Background: an optimization exercise with open tools, aiming at small area, a short achievable clock period and few clock cycles per item. Do not read the settings as production practice. In this exercise RTL edits were held to simulation tests only and were not proved equivalent to the original. Power and IR drop assume default switching activity.

## flow/design.v

```verilog
module BCDConvert(
    input           clk,
    input           rst,
    input           en,
    input   [11:0]  bin_d_in,
    output  [15:0]  bcd_d_out,
    output          rdy
    );
    reg         rdy_q;
    reg  [13:0] q;
    wire [13:0] nx;
    wire p27 = bin_d_in[10] & bin_d_in[11];
    wire p28 = ~bin_d_in[9] & ~p27;
    wire p29 = bin_d_in[9] & bin_d_in[10];
    wire p30 = ~bin_d_in[11] & p29;
    wire p31 = bin_d_in[11] & p28;
    wire p32 = ~p30 & ~p31;
    wire p33 = ~bin_d_in[8] & ~p32;
    wire p34 = p28 & ~p33;
    wire p35 = ~bin_d_in[11] & ~p33;
    wire p36 = bin_d_in[9] & ~p35;
    wire p37 = ~p34 & ~p36;
    wire p38 = ~bin_d_in[7] & p37;
    wire p39 = ~bin_d_in[9] & bin_d_in[11];
    wire p40 = bin_d_in[10] & ~p39;
    wire p41 = ~p31 & ~p40;
    wire p42 = bin_d_in[8] & p40;
    wire p43 = ~p41 & ~p42;
    wire p44 = ~p33 & p43;
    wire p45 = ~bin_d_in[7] & p44;
    wire p46 = bin_d_in[8] & p41;
    wire p47 = ~p33 & ~p46;
    wire p48 = ~p45 & p47;
    wire p49 = ~p38 & ~p48;
    wire p50 = ~bin_d_in[6] & p49;
    wire p51 = ~p38 & ~p43;
    wire p52 = p48 & ~p51;
    wire p53 = p37 & ~p52;
    wire p54 = ~p44 & ~p53;
    wire p55 = ~bin_d_in[7] & ~p54;
    wire p56 = bin_d_in[7] & p54;
    wire p57 = ~p55 & ~p56;
    wire p58 = p50 & p57;
    wire p59 = bin_d_in[6] & p52;
    wire p60 = ~p58 & ~p59;
    wire p61 = ~p49 & ~p52;
    wire p62 = ~p58 & ~p61;
    wire p63 = ~bin_d_in[6] & p62;
    wire p64 = p57 & ~p63;
    wire p65 = ~p50 & ~p64;
    wire p66 = ~bin_d_in[5] & p65;
    wire p67 = bin_d_in[6] & p61;
    wire p68 = ~p63 & ~p67;
    wire p69 = p66 & p68;
    wire p70 = p65 & ~p69;
    assign nx[4] = ~p60 | p70;
    wire p72 = ~bin_d_in[5] & nx[4];
    wire p73 = bin_d_in[5] & ~nx[4];
    assign nx[1] = p72 | p73;
    wire p75 = p68 & ~p72;
    assign nx[2] = ~p66 & ~p75;
    wire p77 = bin_d_in[5] & ~p60;
    assign nx[3] = p69 | p77;
    wire p79 = bin_d_in[11] & p54;
    wire p80 = ~p29 & p79;
    wire p81 = p32 & ~p42;
    wire p82 = ~p79 & ~p81;
    wire p83 = p29 & p79;
    wire p84 = ~p27 & ~p54;
    wire p85 = ~p83 & ~p84;
    wire p86 = ~p62 & p82;
    wire p87 = p85 & p86;
    wire p88 = p82 & ~p87;
    assign nx[8] = p80 | p88;
    wire p90 = ~p62 & nx[8];
    wire p91 = p62 & ~nx[8];
    assign nx[5] = p90 | p91;
    wire p93 = p85 & ~p90;
    assign nx[6] = ~p86 & ~p93;
    wire p95 = p62 & p80;
    assign nx[7] = p87 | p95;
    assign nx[9] = p27 & ~p80;
    assign nx[0] = bin_d_in[4];
    assign nx[10] = bin_d_in[0];
    assign nx[11] = bin_d_in[1];
    assign nx[12] = bin_d_in[2];
    assign nx[13] = bin_d_in[3];
    wire s32 = ~q[0] & q[2];
    wire s33 = q[1] & ~s32;
    wire s34 = ~q[0] & q[3];
    wire s35 = ~s33 & ~s34;
    wire s36 = ~q[1] & s32;
    wire s37 = q[2] & ~s36;
    wire s38 = ~q[3] & ~s37;
    wire s39 = ~q[0] & ~s38;
    wire s40 = q[0] & ~q[2];
    wire s41 = ~q[3] & s40;
    wire s42 = ~s39 & ~s41;
    wire s43 = ~q[13] & s42;
    wire s44 = ~s35 & ~s43;
    wire s45 = q[0] & q[3];
    wire s46 = ~s36 & ~s45;
    wire s47 = ~s44 & s46;
    wire s48 = ~q[13] & ~s47;
    wire s49 = q[13] & s47;
    wire s50 = ~s48 & ~s49;
    wire s51 = ~q[13] & ~s46;
    wire s52 = ~s42 & ~s48;
    wire s53 = ~s51 & ~s52;
    wire s54 = ~q[12] & ~s53;
    wire s55 = s50 & s54;
    wire s56 = ~s35 & s43;
    wire s57 = q[13] & ~s46;
    wire s58 = ~s56 & ~s57;
    wire s59 = q[12] & ~s58;
    wire s60 = ~s55 & ~s59;
    wire s61 = ~q[12] & ~s58;
    wire s62 = ~s50 & ~s54;
    wire s63 = ~s61 & ~s62;
    wire s64 = ~q[11] & ~s63;
    wire s65 = ~s53 & ~s55;
    wire s66 = s58 & ~s65;
    wire s67 = ~q[12] & ~s66;
    wire s68 = q[12] & s66;
    wire s69 = ~s67 & ~s68;
    wire s70 = s64 & s69;
    wire s71 = ~s63 & ~s70;
    assign bcd_d_out[4] = ~s60 | s71;
    wire s73 = q[11] & bcd_d_out[4];
    wire s74 = ~q[11] & ~bcd_d_out[4];
    assign bcd_d_out[1] = ~s73 & ~s74;
    wire s76 = ~q[11] & ~s60;
    wire s77 = ~s64 & ~s69;
    assign bcd_d_out[2] = s76 | s77;
    wire s79 = q[11] & ~s60;
    assign bcd_d_out[3] = s70 | s79;
    wire s81 = ~q[4] & q[6];
    wire s82 = q[5] & ~s81;
    wire s83 = ~q[4] & q[7];
    wire s84 = ~s82 & ~s83;
    wire s85 = s38 & ~s84;
    wire s86 = ~q[5] & s81;
    wire s87 = q[6] & ~s86;
    wire s88 = ~q[7] & ~s87;
    wire s89 = ~q[4] & ~s88;
    wire s90 = q[4] & ~q[6];
    wire s91 = ~q[7] & s90;
    wire s92 = ~s89 & ~s91;
    wire s93 = s85 & s92;
    wire s94 = q[4] & q[7];
    wire s95 = ~s86 & ~s94;
    wire s96 = ~s38 & ~s95;
    wire s97 = ~s93 & ~s96;
    wire s98 = s38 & ~s95;
    wire s99 = ~s85 & ~s92;
    wire s100 = ~s98 & ~s99;
    wire s101 = ~s38 & s84;
    wire s102 = ~s85 & ~s101;
    wire s103 = ~s92 & s102;
    wire s104 = s47 & s103;
    wire s105 = ~s100 & ~s104;
    wire s106 = s97 & ~s105;
    wire s107 = s47 & ~s106;
    wire s108 = s97 & ~s102;
    wire s109 = ~s98 & ~s108;
    wire s110 = ~s107 & ~s109;
    wire s111 = s47 & ~s97;
    wire s112 = ~s110 & ~s111;
    wire s113 = s66 & ~s112;
    wire s114 = ~s47 & s106;
    wire s115 = ~s107 & ~s114;
    wire s116 = s113 & s115;
    wire s117 = ~s112 & ~s116;
    wire s118 = ~s47 & ~s97;
    wire s119 = ~s104 & ~s118;
    assign bcd_d_out[8] = s117 | ~s119;
    wire s121 = s66 & bcd_d_out[8];
    wire s122 = ~s66 & ~bcd_d_out[8];
    assign bcd_d_out[5] = s121 | s122;
    wire s124 = ~s113 & ~s115;
    wire s125 = s66 & ~s119;
    assign bcd_d_out[6] = s124 | s125;
    wire s127 = ~s66 & ~s119;
    assign bcd_d_out[7] = s116 | s127;
    wire s129 = ~s84 & ~s93;
    wire s130 = s95 & ~s129;
    wire s131 = q[8] & s130;
    wire s132 = ~q[9] & s131;
    wire s133 = q[9] & s88;
    wire s134 = ~q[9] & ~s88;
    wire s135 = ~s133 & ~s134;
    wire s136 = ~q[8] & s133;
    wire s137 = ~s130 & s136;
    wire s138 = ~s135 & ~s137;
    wire s139 = ~s132 & s138;
    wire s140 = s106 & s139;
    wire s141 = q[8] & ~s133;
    wire s142 = ~s136 & ~s141;
    wire s143 = ~s130 & ~s142;
    wire s144 = s131 & s135;
    assign bcd_d_out[13] = ~s142 & ~s144;
    wire s146 = s130 & ~bcd_d_out[13];
    wire s147 = ~s143 & ~s146;
    wire s148 = s140 & ~s147;
    wire s149 = s139 & ~s148;
    wire s150 = ~s137 & ~s144;
    assign bcd_d_out[12] = s149 | ~s150;
    wire s152 = ~s106 & ~bcd_d_out[12];
    wire s153 = s106 & bcd_d_out[12];
    assign bcd_d_out[9] = s152 | s153;
    wire s155 = ~s147 & ~s153;
    assign bcd_d_out[10] = ~s140 & ~s155;
    wire s157 = ~s106 & ~s150;
    assign bcd_d_out[11] = s148 | s157;
    assign bcd_d_out[14] = q[9] & ~s136;
    assign bcd_d_out[15] = 1'b0;
    assign bcd_d_out[0] = q[10];
    always @(posedge clk) begin
        q     <= nx;
        rdy_q <= en & ~rst;
    end
    assign rdy = rdy_q;
endmodule
```

## flow/flow/run.sh

```bash
#!/bin/bash
# Standard synthesis and layout; the only change is that the port buffers
# are the platform's smallest buffer (buf_1) instead of the default choice.
set -euo pipefail
bash standard.sh synth > synth.log 2>&1
bash standard.sh "BUFFER_PORTS_ARGS=-buffer_cell sky130_fd_sc_hd__buf_1" finish > layout.log 2>&1
```

## flow/standard.sh

```bash
#!/bin/bash
# synth_recipe.tcl (not shown) runs the flow's synth.tcl, then flattens the netlist and writes it again
# the make line also repeats each setting of config.mk as NAME=value (left out here)
make -C /OpenROAD-flow-scripts/flow DESIGN_CONFIG=/design/flow/config.mk WORK_HOME=/design/flow/orfs CLKGATE_MAP_FILE= SYNTH_SCRIPT=/design/flow/synth_recipe.tcl "${@:-finish}"
```

## flow/config.mk

```make
export PLATFORM = sky130hd
export DESIGN_NAME = BCDConvert
export DESIGN_NICKNAME = BCDConvert
export VERILOG_FILES = /design/flow/design.v
export SDC_FILE = /design/flow/constraint.sdc
export NUM_CORES = 4
export LEC_CHECK = 0
export ABC_AREA = 1
export CAP_MARGIN = 20
export CORE_MARGIN = 2
export CORE_UTILIZATION = 40
export SLEW_MARGIN = 20
```

## flow/constraint.sdc

```tcl
create_clock -name core_clock -period 5.0 [get_ports {clk}]
set_input_delay 1.0000 -clock core_clock [delete_from_list [all_inputs] [get_ports {clk}]]
set_output_delay 1.0000 -clock core_clock [all_outputs]
set_load 0.01 [all_outputs]
```

==> results.txt <==
FF+latch count, synth -> 15
Post-CTS sizing -> 0
Syn Std Cell Area -> 0.00137 sq mm
Static Leak -> 0.860 nW
Post-synth top area share -> 0.220
CTS Buf Count -> 3
Area after DPL -> 0.00152 sq mm
Worst EP arrival -> 2.50 ns
CTS tree -> yes
Core area -> 0.00331 sq mm
Inserted Diodes -> 0
Register area share after synthesis -> 0.220
Share of cells above drive strength 1 -> 0.113
Congestion Overflow GR -> 0
Root cell of the clock tree -> clkbuf_4
H-tree depth -> 1
First-pass GRT wire length -> 4390 microns
Final setup viols -> 0
Max Slew Vio Count -> 0
Syn Area/Cell -> 6.08 sq um
Clk slew on worst S/H paths -> 0.08 ns
Vias/cell -> 4.43
Starting Density -> 0.413
Setup crit start -> q[0]$_DFF_P_
Final design utilization -> 0.468
I/O pins -> 32
Min-delay worst type -> in2reg
Antenna violations before repair -> 0
MaxCap Viol Count -> 0
P&R area growth vs syn -> 13.3%
Worst hold start -> bin_d_in[4]
Clock Path Buffers -> 2
Design area -> 0.00155 sq mm
Setup crit end kind -> primary output
Max FO, Critical Path -> 5
Post-CTS Setup Inserts -> 0
Die extent in y -> 62.5 microns
DIE WIDTH -> 62.5 microns
Top FF cell, synth -> dfxtp_1
Number of synthesized flops with an enable pin -> 0
Async SR Flop Fraction -> 0
Total track usage -> 0.129
Syn nets -> 248
Status -> timing/DRC/antenna clean
Synth area leader -> dfxtp_1
Gpl congestion -> 0.779
CP startpoint kind -> flop
CP Class -> reg2out
Fin crit share -> 0.700
Largest net degree at the start of global routing -> 9
Power Density -> 429 mW/mm^2
Setup TNS -> 0 ns
Fmax -> 0.286 GHz
PortBufs -> 30
Synth Instances -> 225
Vias in the first global route -> 1189
Final nets -> 281
Post-DP HPWL -> 2000 microns
Sink Count -> 15
Final Hold Fails -> 0
Drt drc -> 0
Row count -> 21
DIE AREA -> 0.00390 sq mm
Slack of the critical path -> 1.50 ns
RSZ-0062 raised after global routing -> false
Hold depth -> 1
Cts hold-fix bufs -> 0
Post-place setup slack -> 1.79 ns
CP required -> 4.00 ns
Routed Antenna Nets -> 0
Top cells by area, synth -> dfxtp_1 (22%), nand2_1 (17%), inv_1 (13%)
DRT iter0 DRCs -> 46
Drt pass-1 iters -> 4
Vias -> 1342
Max VDD drop -> 0.124 mV
Routed len/inst -> 7.41 microns
Synth unique cells -> 32
Final wirelength -> 2250 microns
Final min period -> 3.50 ns
Hold endpoint -> q[0]$_DFF_P_
Yosys warnings -> 1
-- worst max-delay path, cell delays in order, from the launching register on --
cell and delay [ns]:
dfxtp_1 0.35, o21ai_1 0.15, nand2_1 0.10, nand2_1 0.11, nand3_1 0.08, nand2_1 0.08
nand2_2 0.07, inv_2 0.07, nand3b_1 0.09, nand2_1 0.07, nand3_1 0.12, ha_1 0.21
inv_1 0.05, nand2_1 0.06, a21oi_1 0.16, nand2_1 0.09, nand2_1 0.08, nand2_1 0.07
nand2_1 0.07, nand2_1 0.04, buf_1 0.12
-- worst max-delay path by stage --
stage / to / slack (ns)
6_report: bcd_d_out[5] / 1.50
5_1_grt: bcd_d_out[5] / 1.11
4_1_cts: bcd_d_out[9] / 1.47
3_5_place_dp: bcd_d_out[9] / 1.79
3_3_place_gp: bcd_d_out[5] / 1.79
2_1_floorplan: bcd_d_out[9] / 2.02
-- synth_stat cells (2+ instances only) --
| master | n |
|---|---|
| inv_1 | 49 |
| nor2_4 | 3 |
| a21oi_2 | 2 |
| nand2_2 | 5 |
| nor3_1 | 2 |
| o21ai_0 | 9 |
| ha_1 | 8 |
| dfxtp_1 | 15 |
| o22ai_1 | 5 |
| nand3_1 | 16 |
| inv_2 | 5 |
| nor2_1 | 10 |
| nor2_2 | 3 |
| buf_4 | 2 |
| nand2_1 | 62 |
| a21oi_1 | 3 |
| nand2_4 | 3 |
| o21ai_1 | 9 |
-- power breakdown --
part | internal [mW] | switching, mW
sequential | 0.138 | 0.00959
clock | 0.0308 | 0.0327
combinational | 0.161 | 0.293
total | 0.329 | 0.336
-- layer usage --
metal	up-vias	routed length, microns	share of wire	track usage
met5	-	0	0	0
met1	557	1160	0.52	0.171
li1	766	-	-	-
met2	17	1000	0.45	0.219
met3	2	61	0.027	0.0144
met4	0	23	0.010	0.0417
-- flip-flops by register name, indices dropped and copies added (netlist names) --
name   flops
q         14
rdy_q      1
-- stage by stage --
step / hold slack, ns / instances / power [mW]
2_1_floorplan: 1.03 / 225 / 0.496
3_3_place_gp: 1.09 / 299 / 0.607
3_5_place_dp: 1.09 / 299 / 0.609
4_1_cts: 0.805 / 303 / 0.675
5_1_grt: 0.796 / 303 / 0.757
6_report: 0.817 / 303 / 0.665
-- layout make-up --
type                            count  area, sq um
Sequential cell                    15          300
Fill cell                         390         1760
Clock buffer                        4         26.3
Timing Repair Buffer               30          113
Inverter                           55          206
Tap cell                           46         57.6
Multi-Input combinational cell    153          846
-- cells by family (layout without fill, tap and decap cells) --
logic type / count (synthesis) / count (layout) / share of synthesized area
compound gates: 35 / 35 / 0.156
fa+ha+maj: 8 / 8 / 0.0732
buf+inv: 57 / 89 / 0.162
flops: 15 / 15 / 0.220
other cells: 1 / 1 / 0.00274
simple gates: 109 / 109 / 0.387
-- placed cells by master, fill, tap and decap left out --
cell type / Yosys / routed
nor3_2: 1 / 1
dfxtp_1: 15 / 15
nor2_2: 3 / 3
a21boi_0: 1 / 1
a21o_1: 1 / 1
nand4_1: 1 / 1
ha_1: 8 / 8
o21ai_1: 9 / 9
nor3_1: 2 / 2
buf_1: 0 / 30
clkinv_1: 1 / 1
a21oi_2: 2 / 2
a21oi_1: 3 / 3
a22oi_1: 1 / 1
nand3_4: 1 / 1
o211ai_2: 1 / 1
o21ai_0: 9 / 9
inv_1: 49 / 49
o31ai_1: 1 / 1
clkbuf_4: 0 / 3
nand2_2: 5 / 5
nand2_4: 3 / 3
nand3b_1: 1 / 1
clkbuf_1: 0 / 1
nor2_4: 3 / 3
nand3_1: 16 / 16
nand3_2: 1 / 1
o22ai_1: 5 / 5
inv_2: 5 / 5
nor2_1: 10 / 10
o21ai_2: 1 / 1
o21bai_1: 1 / 1
nand2_1: 62 / 62
conb_1: 1 / 1
Testbench counts, summed over its fixed seeds: cycles 3,200, items 1,600.

==> static timing again, ports no longer ideal <==
The results above use ideal ports. As a check the final layout listed here was re-extracted and re-timed, cells and wires unchanged.
Step 1, drivers: a clkbuf_16 drives clk and a buf_2 each remaining input, both assumed.
Step 2 adds t to the input delays and takes it off the output delays; t is the mean of the earliest and latest rising clock arrival at the registers after step 1. Input paths then give back, and output paths get back, about the clock's delay inside the block.
a / b / c = ideal ports / drivers / drivers and shift; a / b = the first two.
t, ns: 0.286
setup WS [ns]: 1.500 / 1.479 / 1.766
pins driven straight from the clock port: 1
After both steps setup and hold are still met in this run. The setup slack of this run moves by -0.021 ns with the drivers and by +0.266 ns with both steps.
